This design comes from an exercise in tuning for small area on the open sky130 flow, not from production work.
Only simulation tests tie the RTL to the original design; equivalence was not proved.
Power figures rest on the tool's default switching activity, not on a simulated workload.

== rev 12 ==
==> flow/design.v (excerpt) <==
module top (
        input sysclk_in,
        input reset,
        output ERROR_OUT,
        input VIN0,
        input VIN1,
        input SPI_MOSI,
        output SPI_MISO,
        input SPI_SCK,
        input SPI_SSEL,
        output STP0,
        output DIR0,
        output STP1,
        output DIR1,
        output STP2,
        output DIR2,
        output STP3,
        output DIR3,
        output STP4,
        output DIR4,
        output DOUT0,
        output DOUT1,
        output DOUT2,
        output DOUT3,
        output DOUT4,
        output DOUT5,
        input DIN0,
        input DIN1,
        input DIN2,
        input DIN3,
        input DIN4,
        output PWMOUT0,
        output PWMOUT1,
        output ENA
    );
Size: ~3,600 cells after synthesis, roughly 33 I/O pins.
==> module stepgen, before the edit <==
module stepgen
    (
        input clk,
        input reset,
        input jointEnable,
        input cmdValid,              
        input signed [31:0] jointFreqCmd,
        output signed [31:0] jointFeedback,
        output DIR,
        output STP
    );
    wire [31:0] u = jointFreqCmd;
    wire z30 = ~|u[30:0];
    wire nz = u[31] | ~z30;
    wire dir = ~u[31] & ~z30;
    assign DIR = dir & cmdValid;
    wire special = u[31] & z30;
    wire [31:0] v = {~special, 1'b1, u[30:1] ^ {30{dir}}};
    reg [31:0] cnt;
    reg [31:0] pos;
    reg step;
    wire [32:0] k;
    assign k[0] = dir | u[0];
    genvar i;
    generate
        for (i = 0; i < 32; i = i + 1) begin : g_cmp
            assign k[i+1] = (cnt[i] & v[i]) | (k[i] & (cnt[i] | v[i]));
        end
    endgenerate
    wire hit = jointEnable & nz & k[32];
    wire [32:0] ci;
    assign ci[0] = 1'b1;
    generate
        for (i = 0; i < 32; i = i + 1) begin : g_inc
            assign ci[i+1] = ci[i] & cnt[i];
        end
    endgenerate
    wire [32:0] t;
    assign t[0] = hit & step;
    generate
        for (i = 0; i < 32; i = i + 1) begin : g_pos
            assign t[i+1] = t[i] & (pos[i] ~^ dir);
        end
    endgenerate
    assign STP = step;
    assign jointFeedback = pos;
    always @(posedge clk) begin
        if (reset) begin
            cnt <= 32'd0;
            pos <= 32'd0;
            step <= 1'b0;
        end else begin
            cnt <= hit ? 32'd0 : (cnt ^ ci[31:0]);
            pos <= pos ^ t[31:0];
            step <= step ^ hit;
        end
    end
endmodule
export LEC_CHECK = 0
export CAP_MARGIN = 20
export CORE_MARGIN = 2
export CORE_UTILIZATION = 80
export SLEW_MARGIN = 20
create_clock -name core_clock -period 20.0 [get_ports {sysclk_in}]
standard.sh (not shown) runs the stock make flow with config.mk's settings and CLKGATE_MAP_FILE= SYNTH_SCRIPT=/design/flow/synth_recipe.tcl, a recipe that flattens the netlist after the stock synthesis.
==> flow/flow/run.sh <==
#!/bin/bash
# Own layout flow: the standard layout (standard.sh, all ORFS steps) with
# these changes:
# - synthesis maps the logic with an area-oriented ABC script (see
#   area_synth.tcl); the registers are exactly the standard synthesis's;
# - clock tree synthesis gets its own arguments (CTS below: clkbuf_16 sink
#   clusters, no dummy loads);
# - the port buffers are buf_1 cells (PORTBUF below); every port still gets one.
# The make output goes to flow_make.log in the work folder; each ORFS step's
# own log is under orfs/logs/.
set -euo pipefail
W=$(pwd)
export AREA_ABC_SCRIPT="$W/flow/abc_area.script"
export FLOW_SYNTH_TCL="$W/synth_recipe.tcl"
CTS='-sink_clustering_enable -repair_clock_nets -sink_clustering_size 32 -sink_clustering_max_diameter 70 -buf_list sky130_fd_sc_hd__clkbuf_16 -dont_use_dummy_load'
PORTBUF='-buffer_cell sky130_fd_sc_hd__buf_1'
sed "s#SYNTH_SCRIPT=[^ ]*#SYNTH_SCRIPT=$W/flow/area_synth.tcl 'CTS_ARGS=$CTS' 'BUFFER_PORTS_ARGS=$PORTBUF'#" standard.sh > area_standard.sh
grep -q "SYNTH_SCRIPT=$W/flow/area_synth.tcl" area_standard.sh
bash area_standard.sh > flow_make.log 2>&1
test -f out/final.def
==> flow/flow/abc_area.script <==
strash
dc2
dch -f
amap -F 20 -A 20 -C 5000
topo
==> flow/flow/area_synth.tcl <==
# The standard synthesis script (synth_recipe.tcl), run unchanged except that
# ABC maps the logic with an area-oriented script (abc_area.script) instead of
# ORFS's delay-oriented one. ABC only maps combinational logic: the registers
# are mapped before it runs, so they are exactly the standard synthesis's.
proc abc {args} {
  set i [lsearch -exact $args -script]
  if { $i >= 0 } {
    lset args [expr {$i + 1}] $::env(AREA_ABC_SCRIPT)
  }
  yosys abc {*}$args
}
source $::env(FLOW_SYNTH_TCL)
Setup changes, rev 12 to rev 13
--- a/flow/design.v
+++ b/flow/design.v
@@ -158,24 +158,23 @@
         output STP
     );
     wire [31:0] u = jointFreqCmd;
-    wire z30 = ~|u[30:0];
-    wire nz = u[31] | ~z30;
-    wire dir = ~u[31] & ~z30;
-    assign DIR = dir & cmdValid;
-    wire special = u[31] & z30;
-    wire [31:0] v = {~special, 1'b1, u[30:1] ^ {30{dir}}};
+    wire nz = |u;
+    assign DIR = ~u[31] & nz & cmdValid;
+    wire special = u[31] & ~|u[30:0];
+    wire [31:0] v = {u[31], u[31:1]} ^ {32{DIR}};
     reg [31:0] cnt;
     reg [31:0] pos;
     reg step;
     wire [32:0] k;
-    assign k[0] = dir | u[0];
+    assign k[0] = DIR | u[0];
     genvar i;
     generate
         for (i = 0; i < 32; i = i + 1) begin : g_cmp
             assign k[i+1] = (cnt[i] & v[i]) | (k[i] & (cnt[i] | v[i]));
         end
     endgenerate
-    wire hit = jointEnable & nz & k[32];
+    wire ge = special ? (cnt[31] & cnt[30]) : k[32];
+    wire hit = jointEnable & nz & ge;
     wire [32:0] ci;
     assign ci[0] = 1'b1;
     generate
@@ -187,7 +186,7 @@
     assign t[0] = hit & step;
     generate
         for (i = 0; i < 32; i = i + 1) begin : g_pos
-            assign t[i+1] = t[i] & (pos[i] ~^ dir);
+            assign t[i+1] = t[i] & (pos[i] ~^ DIR);
         end
     endgenerate
     assign STP = step;
--- outcome ---
Changes observed in rev 13 relative to rev 12: design area decreased by 0.36% relative to the old numbers; clock-buffer cell count closely matched the old numbers; global-route wire length before repair closely matched the old numbers.
For total power, rev 13 and rev 12 come out practically identical.
Rev 13 -> rev 12: number of I/O port buffers delta 0, exact match
Rev 12 ended up with nor4_1 as its slowest stage cell on the critical path; rev 13 ended up with clkinv_1.
Compared rev 13 vs rev 12, and global placer's final weighted congestion is up in rev 13.
Of rev 12 and rev 13, the run reporting the higher worst max-slew margin expressed relative to the limit was rev 12.
On setup slack at placement, rev 12 beats rev 13.
On relative area of clock buffers and inverters in the final design, rev 12 and rev 13 are basically level.
Rev 12 has a lower sequential element share of the synthesized area than rev 13.
Diff rev 12 -> rev 13: area of the multi-input gates moved up; aggregate routed wire length level.
Rev 12 and rev 13 ended up with nearly the same clock network power share.
As far as areal power density over the cells is concerned, rev 13 and rev 12 perform about the same.

## JK
top, a different RTL version from the one above (not shown whole).
For scale: roughly 3400 cells after synthesis, ~1100 flip-flops, ~42000 µm² of cells after synthesis.
==> module spi_slave, before the edit <==
module spi_slave
    (
        input clk,
        input reset,
        input SPI_SCK,
        input SPI_SSEL,
        input SPI_MOSI,
        input [199:0] tx_data,       
        output [207:0] rx_data,      
        output rx_valid,             
        output SPI_MISO,
        output pkg_timeout
    );
    reg [2:0] SCKr;
    reg [2:0] SSELr;
    wire SCK_risingedge = (SCKr[2:1] == 2'b01);
    wire SCK_fallingedge = (SCKr[2:1] == 2'b10);
    wire SSEL_active = ~SSELr[1];
    wire SSEL_startmessage = (SSELr[2:1] == 2'b10);
    wire SSEL_endmessage = (SSELr[2:1] == 2'b01);
    reg bitseen;                 
    reg [207:0] rxsn;                
    wire [207:0] rxs = ~rxsn;
    reg [5:0] ms;                
    reg [4:0] mf;                
    wire [31:0] MPAT = 32'hee4e962e;     
    always @* begin
        case (ms[4:0])
            5'd0: mf = 5'd0;   5'd1: mf = 5'd1;   5'd2: mf = 5'd1;   5'd3: mf = 5'd1;
            5'd4: mf = 5'd0;   5'd5: mf = 5'd1;   5'd6: mf = 5'd3;   5'd7: mf = 5'd2;
            5'd8: mf = 5'd2;   5'd9: mf = 5'd1;   5'd10: mf = 5'd1;  5'd11: mf = 5'd4;
            5'd12: mf = 5'd1;  5'd13: mf = 5'd3;  5'd14: mf = 5'd2;  5'd15: mf = 5'd1;
            5'd16: mf = 5'd3;  5'd17: mf = 5'd1;  5'd18: mf = 5'd1;  5'd19: mf = 5'd1;
            5'd20: mf = 5'd0;  5'd21: mf = 5'd6;  5'd22: mf = 5'd1;  5'd23: mf = 5'd3;
            5'd24: mf = 5'd2;  5'd25: mf = 5'd1;  5'd26: mf = 5'd1;  5'd27: mf = 5'd1;
            5'd28: mf = 5'd0;  5'd29: mf = 5'd1;  5'd30: mf = 5'd7;  default: mf = 5'd1;
        endcase
    end
    reg [7:0] sc;                
    wire sc_fb = sc[7] ^ sc[5] ^ sc[4] ^ sc[3];
    wire sc_done = (sc == 8'h57);
    wire mbit = sc_done & rxs[207];
    wire [5:0] ms_next = ms[5] ? (mbit ? 6'd0 : 6'd5) :
                         (mbit == MPAT[ms[4:0]]) ? ms + 6'd1 : {1'b0, mf};
    wire match = ms[5];
    reg [207:0] cmdn;                
    wire [207:0] cmd = ~cmdn;
    reg cmd_valid;
    assign rx_data = cmd;
    assign rx_valid = cmd_valid;
    reg [15:0] tcnt;
    wire tcnt_fb = tcnt[15] ^ tcnt[13] ^ tcnt[12] ^ tcnt[10];
    wire timeout = (tcnt == 16'h0c4a);   
    assign pkg_timeout = timeout;
    wire accept = SSEL_endmessage & match;
    reg [199:0] txs;
    reg [7:0] txi;
    reg txz;
    wire [255:0] txall = {32'h61746164, txs, 24'd0};
    wire [255:0] txrev;
    genvar gi;
    generate
        for (gi = 0; gi < 256; gi = gi + 1) begin : g_rev
            assign txrev[gi] = txall[255 - gi];
        end
    endgenerate
    wire [15:0] txlo, txhi, txrow;
    generate
        for (gi = 0; gi < 16; gi = gi + 1) begin : g_sel
            assign txlo[gi] = (txi[3:0] == gi);
            assign txhi[gi] = (txi[7:4] == gi);
            assign txrow[gi] = |(txrev[16*gi +: 16] & txlo);
        end
    endgenerate
    assign SPI_MISO = ~txz & |(txrow & txhi);
    always @(posedge clk) begin
        if (reset) begin
            SCKr <= 3'd0;
            SSELr <= 3'd0;
            bitseen <= 1'b0;
            sc <= 8'd1;
            ms <= 6'd1;
            cmd_valid <= 1'b0;
            tcnt <= 16'd1;
            txz <= 1'b1;
        end else begin
            SCKr <= {SCKr[1:0], SPI_SCK};
            SSELr <= {SSELr[1:0], SPI_SSEL};
            if (~SSEL_active) begin
                bitseen <= 1'b0;
            end else if (SCK_risingedge) begin
                bitseen <= 1'b1;
                ms <= ms_next;
                if (~sc_done)
                    sc <= {sc[6:0], sc_fb};
            end
            if (accept) begin
                cmd_valid <= 1'b1;
                tcnt <= 16'd2;       
            end else if (~timeout) begin
                tcnt <= {tcnt[14:0], tcnt_fb};
            end
            if (SSEL_startmessage) begin
                txz <= 1'b0;
            end else if (SSEL_active & SCK_fallingedge & ~bitseen) begin
                txz <= 1'b1;
            end
        end
        if (SSEL_active & SCK_risingedge)
            rxsn <= {rxsn[206:0], ~SPI_MOSI};
        if (accept)
            cmdn <= rxsn;
        if (SSEL_startmessage) begin
            txs <= tx_data;
            txi <= 8'd0;
        end else if (SSEL_active & SCK_fallingedge & (txi != 8'd232)) begin
            txi <= txi + 8'd1;
        end
    end
endmodule
clock: 20.0 ns
lec_check: 0
cap_margin: 20
core_margin: 2
core_utilization: 80
slew_margin: 20
Scripts as last shown in full above: flow/flow/run.sh, flow/flow/abc_area.script, flow/flow/area_synth.tcl
Input-level comparison between MS and JK:
--- a/flow/design.v
+++ b/flow/design.v
@@ -55,8 +55,7 @@
     wire SSEL_startmessage = (SSELr[2:1] == 2'b10);
     wire SSEL_endmessage = (SSELr[2:1] == 2'b01);
     reg bitseen;                 
-    reg [207:0] rxsn;                
-    wire [207:0] rxs = ~rxsn;
+    reg [207:0] rxs;
     reg [5:0] ms;                
     reg [4:0] mf;                
     wire [31:0] MPAT = 32'hee4e962e;     
@@ -79,8 +78,7 @@
     wire [5:0] ms_next = ms[5] ? (mbit ? 6'd0 : 6'd5) :
                          (mbit == MPAT[ms[4:0]]) ? ms + 6'd1 : {1'b0, mf};
     wire match = ms[5];
-    reg [207:0] cmdn;                
-    wire [207:0] cmd = ~cmdn;
+    reg [207:0] cmd;
     reg cmd_valid;
     assign rx_data = cmd;
     assign rx_valid = cmd_valid;
@@ -143,9 +141,9 @@
             end
         end
         if (SSEL_active & SCK_risingedge)
-            rxsn <= {rxsn[206:0], ~SPI_MOSI};
+            rxs <= {rxs[206:0], SPI_MOSI};
         if (accept)
-            cmdn <= rxsn;
+            cmd <= rxs;
         if (SSEL_startmessage) begin
             txs <= tx_data;
             txi <= 8'd0;
Findings:
- Summary of MS over JK: buffer count excluding the clock tree in the final layout +about 20%; fraction of power consumed by sequential logic stayed essentially flat.
- Post-route total power essentially unchanged between MS and JK.
- As far as storage element area goes, MS and JK are indistinguishable; the numbers are identical.
- MS against JK: worst stage delay on the critical path moved up; worst hold margin increased 0.013 ns; sequential fraction of total cell area fell 0.64 points.
- Compared with JK, MS degrades placement-stage worst setup slack.
- Relative to JK, MS degrades total core area.
- Going from JK to MS, minimum period implied by the final worst setup slack grows by 0.44 ns.
- MS falls short of JK in worst setup slack.
- Wire length: MS and JK compared, higher one is MS

-- port drivers added, routing unchanged --
The flow's constraints put no driver on any port. The routed layouts listed below were extracted and timed again, unchanged, in two steps. Step 1: set_driving_cell puts a clkbuf_16 on sysclk_in and a buf_2 on each other input, an assumption about the parent block. Step 2, shift: input delay + t, output delay - t, t = (earliest + latest rising clock arrival at the registers) / 2. This alone moves slack from input paths to output paths. Slacks: no drivers / after step 1 / after step 2; pairs: no drivers / after step 1.
run | shift t [ns] | setup WS [ns] | worst setup path after step 2 | latest minus earliest clock arrival (ns) | cell pins on the clock port's net
rev 12 | 0.686 | 7.762 / 7.762 / 7.762 | register to register | 0.047 / 0.047 | 1
rev 13 | 0.674 | 6.556 / 6.556 / 6.556 | register to register | 0.044 / 0.045 | 1
JK | 0.674 | 7.643 / 7.643 / 7.643 | register to register | 0.046 / 0.046 | 1
MS | 0.673 | 7.200 / 7.200 / 7.200 | register to register | 0.055 / 0.055 | 1
After both steps every run listed still meets setup and hold.
